Source: an optimization exercise on an open RTL-to-GDS flow (aim: small area). Production flows keep margins and buffers that such runs may drop.
At most, simulation tests tie the RTL to the original design; equivalence was not proved.
The clock port is modelled as an ideal driver, which makes a skipped or thinned clock tree look cheaper than it is; a real chip needs a root buffer or a tree.
Power figures rest on the tool's default switching activity, not on a simulated workload.

## uartwb_top
module uartwb_top (
  input  wire        clk_i,
  input  wire        nrst_i,
  input  wire        uart_rx,
  output wire        uart_tx,
  output wire [31:0] m_wb_addr_o,
  output wire [31:0] m_wb_data_o,
  input  wire [31:0] m_wb_data_i,
  output wire        m_wb_we_o,
  output wire        m_wb_cyc_o,
  output wire        m_wb_stb_o,
  input  wire        m_wb_ack_i
  );
Size: ~340 cells after synthesis, about 97 flip-flops, ~100 I/O pins, about 0.0041 mm2 of cells after synthesis.
export LEC_CHECK = 0
export CAP_MARGIN = 20
export CORE_MARGIN = 2
export CORE_UTILIZATION = 40
export GPL_TIMING_DRIVEN = 0
export SLEW_MARGIN = 20
create_clock -name core_clock -period 10.0 [get_ports {clk_i}]
standard.sh (not shown) runs the stock make flow with config.mk's settings and CLKGATE_MAP_FILE= SYNTH_SCRIPT=/design/flow/synth_recipe.tcl, a recipe that flattens the netlist after the stock synthesis.
==> flow/flow/run.sh <==
#!/bin/bash
set -e
rm -rf orfs_scripts
cp -r "$FLOW_HOME/scripts" orfs_scripts
cp flow/abc.script orfs_scripts/abc_speed.script
export SCRIPTS_DIR="$PWD/orfs_scripts"
export BUFFER_PORTS_ARGS="-buffer_cell sky130_fd_sc_hd__buf_1"
export PRE_CTS_TCL="$PWD/flow/clock_tree.tcl"
export MY_CLK_NBUF=4
export MY_CLK_CELL=sky130_fd_sc_hd__buf_12
export MY_CLK_ROOT=
bash standard.sh > standard.log 2>&1
Other scripts of this flow, unchanged in this note and not shown: flow/flow/abc.script, flow/flow/clock_tree.tcl
The baseline produced a clean layout.
Change:
- CORE_UTILIZATION: 40 -> 55
- GPL_TIMING_DRIVEN: 0 -> not set
=> The changed run finished with timing, DRC and antenna clean. Sequential share of layout area goes up by 3.8 points. Setup slack gains 0.11 ns. Hold slack loses 0.0088 ns. Total power goes down by 0.54%. Cell area goes down by 6.4%. Maximum frequency goes up by 3.2%. Synthesized cell count does not change. Area after synthesis does not change. Routed wire length goes down by 6.1%. Die area goes down by 26%. Global-route usage goes up by 4.0 points.
Change:
- CAP_MARGIN: 20 -> 0
- CORE_UTILIZATION: 55 -> 40
- SLEW_MARGIN: 20 -> 0
Result:
- fmax falls by 5.4%
- via count rises by 2.0%
- utilization came out lower by 17 points
- final area climbs by 0.86%
- power barely changes
- first-iteration DRC count came out higher by 62%
- wire length climbs by 6.2%
- hold slack is better by 0.0066 ns
- synthesized area stays the same
- global-route usage is lower by 3.9 points
- worst setup slack got worse by 0.19 ns
Change:
- CAP_MARGIN: 0 -> 20
- CORE_UTILIZATION: 40 -> 70
- SLEW_MARGIN: 0 -> 20
After rerunning: The changed run went through all stages and came out clean. Die area falls by about 40%. Worst setup slack gets better by 0.19 ns. Cell area is lower by 1.5%.
No run of this note takes its clock network from TritonCTS; it comes from the design's own scripts or RTL.

* * *

main:
uartwb_top, a different RTL version from the one above (not shown whole).
For scale: roughly 110 flip-flops, roughly 100 I/O pins.
==> flow/design.v (excerpt) <==
module uartwb_top (
  input  wire        clk_i,
  input  wire        nrst_i,
  input  wire        uart_rx,
  output wire        uart_tx,
  output wire [31:0] m_wb_addr_o,
  output wire [31:0] m_wb_data_o,
  input  wire [31:0] m_wb_data_i,
  output wire        m_wb_we_o,
  output wire        m_wb_cyc_o,
  output wire        m_wb_stb_o,
  input  wire        m_wb_ack_i
  );
  reg  [5:0] tmr;
  reg        ph;
  wire       half = tmr[5] & tmr[4] & tmr[0];    
  wire       full = half & ph;
  always @(posedge clk_i)
    if (!nrst_i) begin
      tmr <= 6'd0;
      ph  <= 1'b0;
    end else begin
      tmr <= half ? 6'd0 : tmr + 6'd1;
      ph  <= ph ^ half;
    end
  reg  [4:0] rc;
  reg  [3:0] bc;       
  reg  [7:0] acc;      
  reg [39:0] xs;       
  reg [31:0] ws;       
  reg        cyc;
  reg  [3:0] txc;      
  reg  [2:0] bs;       
  reg        txbit;    
  reg        pflag;    
  wire rc_end = rc[4] & rc[0];                   
  wire samp   = half & ~rc[0] & (rc[4:1] != 4'd0);
  wire ok     = &acc;
  wire we     = (xs[7:0] == 8'h01);
  wire done   = half & rc_end & (bc == 4'd9);
  wire tx_go  = full & (bc == 4'd10) & ~cyc & (txc == 4'd0);
  wire ack    = cyc & m_wb_ack_i;
  wire srcx   = bs[2] & (bs[1] ^ bs[0]);         
  wire srcw   = ~bs[2] & (bs[1:0] != 2'd0) | (bs == 3'd4);  
  wire txlat  = full & ((txc == 4'd7) | (txc[3] & (txc != 4'd15)));
  wire push   = samp & (bc <= 4'd4);
  wire pop    = full & srcx & txc[3] & ~pflag & ~push;
  wire xsh    = push | pop;
  always @(posedge clk_i)
    if (!nrst_i)
      rc <= 5'd0;
    else if (half)
  ...
Settings: LEC_CHECK=0, CAP_MARGIN=20, CORE_MARGIN=2, CORE_UTILIZATION=40, SLEW_MARGIN=20; clock period 10.0 ns.
==> flow/flow/run.sh <==
#!/bin/bash
set -e
cp standard.sh standard_sh.txt
export BUFFER_PORTS_ARGS="-buffer_cell sky130_fd_sc_hd__buf_1"
export CTS_ARGS="-sink_clustering_enable -repair_clock_nets -dont_use_dummy_load"
bash standard.sh > standard.log 2>&1
[inputs] the feature branch vs main
==> flow/flow/run.sh <==
#!/bin/bash
set -e
export BUFFER_PORTS_ARGS="-buffer_cell sky130_fd_sc_hd__buf_1"
export CTS_ARGS="-sink_clustering_enable -repair_clock_nets -dont_use_dummy_load"
export PRE_CTS_TCL="$PWD/flow/clock_tree.tcl"
export MY_CLK_NBUF=${MY_CLK_NBUF:-4}
export MY_CLK_CELL=${MY_CLK_CELL:-sky130_fd_sc_hd__clkbuf_16}
bash standard.sh > standard.log 2>&1
==> flow/flow/clock_tree.tcl (new file) <==
# One-level clock tree: clk_i drives nb buffers, each driving the flip-flops
# of one region (sinks split into 2 columns by x, then rows by y).
proc my_clock_tree { nb cell } {
  set block [ord::get_db_block]
  set dbu [$block getDbUnitsPerMicron]
  set sinks {}
  foreach pin [get_pins -of_objects [get_nets clk_i]] {
    if {[get_property $pin direction] ne "input"} continue
    set it [sta::sta_to_db_pin $pin]
    if {$it eq "NULL" || $it eq ""} continue
    set loc [[$it getInst] getLocation]
    lappend sinks [list [lindex $loc 0] [lindex $loc 1] $pin]
  }
  set n [llength $sinks]
  set cols [expr {$nb >= 2 ? 2 : 1}]
  set rows [expr {$nb / $cols}]
  set byx [lsort -integer -index 0 $sinks]
  set per [expr {int(ceil(double($n) / $cols))}]
  set g 0
  for {set c 0} {$c < $cols} {incr c} {
    set col [lsort -integer -index 1 [lrange $byx [expr {$c*$per}] [expr {($c+1)*$per-1}]]]
    set pr [expr {int(ceil(double([llength $col]) / $rows))}]
    for {set r 0} {$r < $rows} {incr r} {
      set grp [lrange $col [expr {$r*$pr}] [expr {($r+1)*$pr-1}]]
      if {[llength $grp] == 0} continue
      set pins {}; set sx 0; set sy 0
      foreach s $grp { lappend pins [lindex $s 2]; set sx [expr {$sx + [lindex $s 0]}]; set sy [expr {$sy + [lindex $s 1]}] }
      set cx [expr {double($sx) / [llength $grp] / $dbu}]
      set cy [expr {double($sy) / [llength $grp] / $dbu}]
      puts "clock buffer $g: [llength $grp] sinks at $cx $cy"
      insert_buffer -buffer_cell $cell -net clk_i -load_pins $pins -location [list $cx $cy] -buffer_name clkleaf$g -net_name clknet$g
      incr g
    }
  }
}

# Run before ORFS's clock_tree_synthesis, which then leaves clk_i alone
# (its nets already have clock buffers).
my_clock_tree $::env(MY_CLK_NBUF) $::env(MY_CLK_CELL)
==> comparison <==
The feature branch ended with less final critical-path required period than main.
The feature branch against main: area of all placed cells without fillers down 130 um^2; first-pass GRT wire length down about 1.6%; worst setup margin up 180 ps; portion of the clock cycle consumed by the worst path in the final layout down 1.8 points; combinational power flat.
No functional check of the RTL was part of any run of this note.

* * *

uartwb_top with an RTL version that a note above also has.
For scale: ~340 cells after synthesis, ~100 I/O pins, roughly 4100 um^2 of cells after synthesis.
clock: 10.0 ns
lec_check: 0
cap_margin: 20
core_margin: 2
core_utilization: 40
gpl_timing_driven: 0
slew_margin: 20
==> flow/flow/run.sh <==
#!/bin/bash
set -e
rm -rf orfs_scripts
cp -r "$FLOW_HOME/scripts" orfs_scripts
cp flow/abc.script orfs_scripts/abc_speed.script
export SCRIPTS_DIR="$PWD/orfs_scripts"
export BUFFER_PORTS_ARGS="-buffer_cell sky130_fd_sc_hd__buf_1"
export PRE_CTS_TCL="$PWD/flow/clock_tree.tcl"
export PRE_GLOBAL_PLACE_TCL="$PWD/flow/pre_gpl.tcl"
export MY_CLK_NBUF=4
export MY_CLK_CELL=sky130_fd_sc_hd__buf_12
export MY_CLK_ROOT=
bash standard.sh > standard.log 2>&1
==> flow/flow/pre_gpl.tcl <==
remove_buffers
Other scripts of this flow, unchanged in this note and not shown: flow/flow/abc.script, flow/flow/clock_tree.tcl
Rerun with:
--- a/flow/flow/run.sh
+++ b/flow/flow/run.sh
@@ -7,5 +7,4 @@
 export BUFFER_PORTS_ARGS="-buffer_cell sky130_fd_sc_hd__buf_1"
 export PRE_CTS_TCL="$PWD/flow/clock_tree.tcl"
-export PRE_GLOBAL_PLACE_TCL="$PWD/flow/pre_gpl.tcl"
 export MY_CLK_NBUF=4
 export MY_CLK_CELL=sky130_fd_sc_hd__buf_12
Settings changed: GPL_TIMING_DRIVEN 0 to not set.
removed: flow/flow/pre_gpl.tcl
Outcome:
- via count fell by 0.55%
- area after synthesis stays the same
- die area stays the same
- maximum frequency went up by 1.6%
- wire length is higher by 1.8%
- global-route usage increases by 0.21 points
- worst setup slack gains 0.054 ns
- sequential power barely changes
- power drops by 0.53%
- combinational power goes up by about 1%
- sequential share of layout area grows by 0.37 points
In every run of this note, the design's own scripts or RTL, not TritonCTS, make the clock network.

* * *

== alpha ==
uartwb_top, a different RTL version from the one above (not shown whole).
Size: roughly 300 cells after synthesis.
Settings: LEC_CHECK=0, CAP_MARGIN=20, CORE_MARGIN=2, CORE_UTILIZATION=40, SLEW_MARGIN=20; clock period 10.0 ns.
==> flow/flow/run.sh <==
#!/bin/bash
set -e
cp standard.sh standard_sh.txt
export BUFFER_PORTS_ARGS="-buffer_cell sky130_fd_sc_hd__buf_1"
export CTS_ARGS="-sink_clustering_enable -repair_clock_nets -dont_use_dummy_load -sink_clustering_size 40 -sink_clustering_max_diameter 300"
bash standard.sh > standard.log 2>&1
Changes in beta relative to alpha:
==> flow/flow/run.sh <==
#!/bin/bash
set -e
cp standard.sh standard_sh.txt
export BUFFER_PORTS_ARGS="-buffer_cell sky130_fd_sc_hd__buf_1"
export CTS_ARGS="-sink_clustering_enable -repair_clock_nets -dont_use_dummy_load"
bash standard.sh > standard.log 2>&1
### Flow results
Reported for alpha and beta, number of cells on the worst hold path turned out identical to the last digit. Per the comparison of beta with alpha, power share of the clock group held steady, area fraction of clock buffers and clock inverters held steady, I/O pin count held steady, minimum setup slack in the final design held steady, time the final worst path needs with I/O delays and setup held steady. As far as sequential cell count goes, beta and alpha are indistinguishable; the numbers are identical.

* * *

The RTL this note starts from:
==> flow/design.v <==
module uartwb_top (
  input  wire        clk_i,
  input  wire        nrst_i,
  input  wire        uart_rx,
  output wire        uart_tx,
  output wire [31:0] m_wb_addr_o,
  output wire [31:0] m_wb_data_o,
  input  wire [31:0] m_wb_data_i,
  output wire        m_wb_we_o,
  output wire        m_wb_cyc_o,
  output wire        m_wb_stb_o,
  input  wire        m_wb_ack_i
  );
  reg  [5:0] tmr;
  reg        ph;
  wire       half = tmr[5] & tmr[4] & tmr[0];    
  wire       full = half & ph;
  always @(posedge clk_i)
    if (!nrst_i) begin
      tmr <= 6'd0;
      ph  <= 1'b0;
    end else begin
      tmr <= half ? 6'd0 : tmr + 6'd1;
      ph  <= ph ^ half;
    end
  reg  [4:0] rc;
  reg  [3:0] bc;       
  reg  [7:0] acc;      
  reg  [7:0] cseg;     
  reg [31:0] aseg;     
  reg [31:0] wseg;     
  reg  [7:0] txsr;
  reg        cyc;
  reg  [3:0] txc;      
  reg  [2:0] left;     
  wire rc_end  = rc[4] & rc[0];                  
  wire samp    = half & ~rc[0] & (rc[4:1] != 4'd0);
  wire ok      = &acc;
  wire we      = (cseg == 8'h01);
  wire done    = half & rc_end & (bc == 4'd9);
  wire tx_go   = full & (bc == 4'd10) & ~cyc;
  wire ack     = cyc & m_wb_ack_i;
  wire txsh    = full & txc[3];
  always @(posedge clk_i)
    if (!nrst_i)
      rc <= 5'd0;
    else if (half)
      rc <= (((rc[4:1] == 4'd0) & uart_rx) | rc_end) ? 5'd0 : rc + 5'd1;
  always @(posedge clk_i)
    if (!nrst_i | tx_go)
      bc <= 4'd0;
    else if (half & rc_end & (bc != 4'd10))
      bc <= bc + 4'd1;
  always @(posedge clk_i)
    if (!nrst_i | tx_go)
      acc <= 8'd0;
    else if (samp)
      acc <= {acc[0] ^ uart_rx, acc[7:1]};
  always @(posedge clk_i)
    if (samp & (bc == 4'd0))
      cseg <= {uart_rx, cseg[7:1]};
  always @(posedge clk_i)
    if (samp & (bc >= 4'd1) & (bc <= 4'd4))
      aseg <= {uart_rx, aseg[31:1]};
  always @(posedge clk_i)
    if (ack)
      wseg <= {m_wb_data_i[7:0], m_wb_data_i[15:8], m_wb_data_i[23:16], m_wb_data_i[31:24]};
    else if ((samp & (bc >= 4'd5) & (bc <= 4'd8)) | txsh)
      wseg <= {uart_rx, wseg[31:1]};
  always @(posedge clk_i)
    if (!nrst_i)
      cyc <= 1'b0;
    else if (done)
      cyc <= ok;
    else if (m_wb_ack_i)
      cyc <= 1'b0;
  always @(posedge clk_i)
    if (tx_go)
      txsr <= cseg | {8{~ok}};
    else if (txsh)
      txsr <= {wseg[0], txsr[7:1]};
  always @(posedge clk_i)
    if (!nrst_i) begin
      txc  <= 4'd0;
      left <= 3'd0;
    end else if (full) begin
      if (txc != 4'd0)
        txc <= txc + 4'd1;
      else if (tx_go) begin
        txc  <= 4'd7;
        left <= (ok & ~we) ? 3'd4 : 3'd0;
      end else if (left != 3'd0) begin
        txc  <= 4'd7;
        left <= left - 3'd1;
      end
    end
  assign uart_tx     = txc[3] ? txsr[0] : (txc != 4'd7);
  assign m_wb_addr_o = {aseg[7:0], aseg[15:8], aseg[23:16], aseg[31:24]};
  assign m_wb_data_o = {wseg[7:0], wseg[15:8], wseg[23:16], wseg[31:24]};
  assign m_wb_we_o   = we;
  assign m_wb_cyc_o  = cyc;
  assign m_wb_stb_o  = cyc;
endmodule
==> flow/config.mk <==
export PLATFORM = sky130hd
export DESIGN_NAME = uartwb_top
export DESIGN_NICKNAME = uartwb_top
export VERILOG_FILES = /design/flow/design.v
export SDC_FILE = /design/flow/constraint.sdc
export NUM_CORES = 4
export LEC_CHECK = 0
export CAP_MARGIN = 20
export CORE_MARGIN = 2
export CORE_UTILIZATION = 40
export SLEW_MARGIN = 20
==> flow/constraint.sdc <==
create_clock -name core_clock -period 10.0 [get_ports {clk_i}]
set_input_delay 2.0000 -clock core_clock [delete_from_list [all_inputs] [get_ports {clk_i}]]
set_output_delay 2.0000 -clock core_clock [all_outputs]
set_load 0.01 [all_outputs]
==> flow/flow/run.sh <==
#!/bin/bash
set -e
cp standard.sh standard_sh.txt
export BUFFER_PORTS_ARGS="-buffer_cell sky130_fd_sc_hd__buf_1"
export CTS_ARGS="-sink_clustering_enable -repair_clock_nets -dont_use_dummy_load -sink_clustering_size 60 -sink_clustering_max_diameter 300 -buf_list sky130_fd_sc_hd__clkbuf_16"
bash standard.sh > standard.log 2>&1
The baseline completed without violations.
==> next run, changes <==
==> flow/run.sh (new file) <==
#!/bin/bash
# synth_recipe.tcl (not shown) runs the flow's synth.tcl, then flattens the netlist and writes it again
# the make line also repeats each setting of config.mk as NAME=value (left out here)
make -C /OpenROAD-flow-scripts/flow DESIGN_CONFIG=/design/flow/config.mk WORK_HOME=/design/flow/orfs CLKGATE_MAP_FILE= SYNTH_SCRIPT=/design/flow/synth_recipe.tcl finish
removed: flow/flow/run.sh
removed: flow/standard.sh
After rerunning: Worst setup slack loses 0.44 ns. Wire length goes up by 4.9%. Synthesized cell count stays the same. Critical path depth stays the same.

[static timing again, ports no longer ideal]
In the flow no input, the clock included, has a driving cell. The finished layouts below were timed again as built, in two steps.
Step 1 sets driving cells, clkbuf_16 on the clock port and buf_2 on the other inputs (assumed; they add their load-dependent delay and slew).
Step 2, shift: input delay + t, output delay - t, t = (earliest + latest rising clock arrival at the registers) / 2. This alone moves slack from input paths to output paths.
Three values: ideal, step 1, step 2; two values: the first two.
run | shift t [ns] | setup slack, ns | hold slack, ns
the first run of note 1 | 0.213 | 6.484 / 6.484 / 6.375 | 0.437 / 0.437 / 0.437
the second run of note 1 | 0.210 | 6.593 / 6.610 / 6.446 | 0.428 / 0.428 / 0.428
the third run of note 1 | 0.212 | 6.400 / 6.399 / 6.399 | 0.434 / 0.434 / 0.434
the fourth run of note 1 | 0.207 | 6.594 / 6.574 / 6.448 | 0.437 / 0.437 / 0.437
main | 0.375 | 6.473 / 6.434 / 6.564 | 0.453 / 0.453 / 0.453
the feature branch | 0.240 | 6.648 / 6.566 / 6.572 | 0.457 / 0.457 / 0.457
the first run of note 3 | 0.214 | 6.491 / 6.551 / 6.337 | 0.437 / 0.438 / 0.438
the second run of note 3 | 0.212 | 6.545 / 6.507 / 6.395 | 0.445 / 0.445 / 0.445
alpha | 0.404 | 6.471 / 6.434 / 6.576 | 0.436 / 0.436 / 0.436
beta | 0.404 | 6.471 / 6.434 / 6.576 | 0.436 / 0.436 / 0.436
the first run of note 5 | 0.385 | 6.513 / 6.474 / 6.573 | 0.444 / 0.444 / 0.444
the second run of note 5 | 0.401 | 6.077 / 6.043 / 6.226 | 0.458 / 0.458 / 0.458
After both steps setup and hold are still met in every run listed. The setup slack of the first run of note 3, which loses most, moves by +0.060 ns with the drivers and by -0.154 ns with both steps.
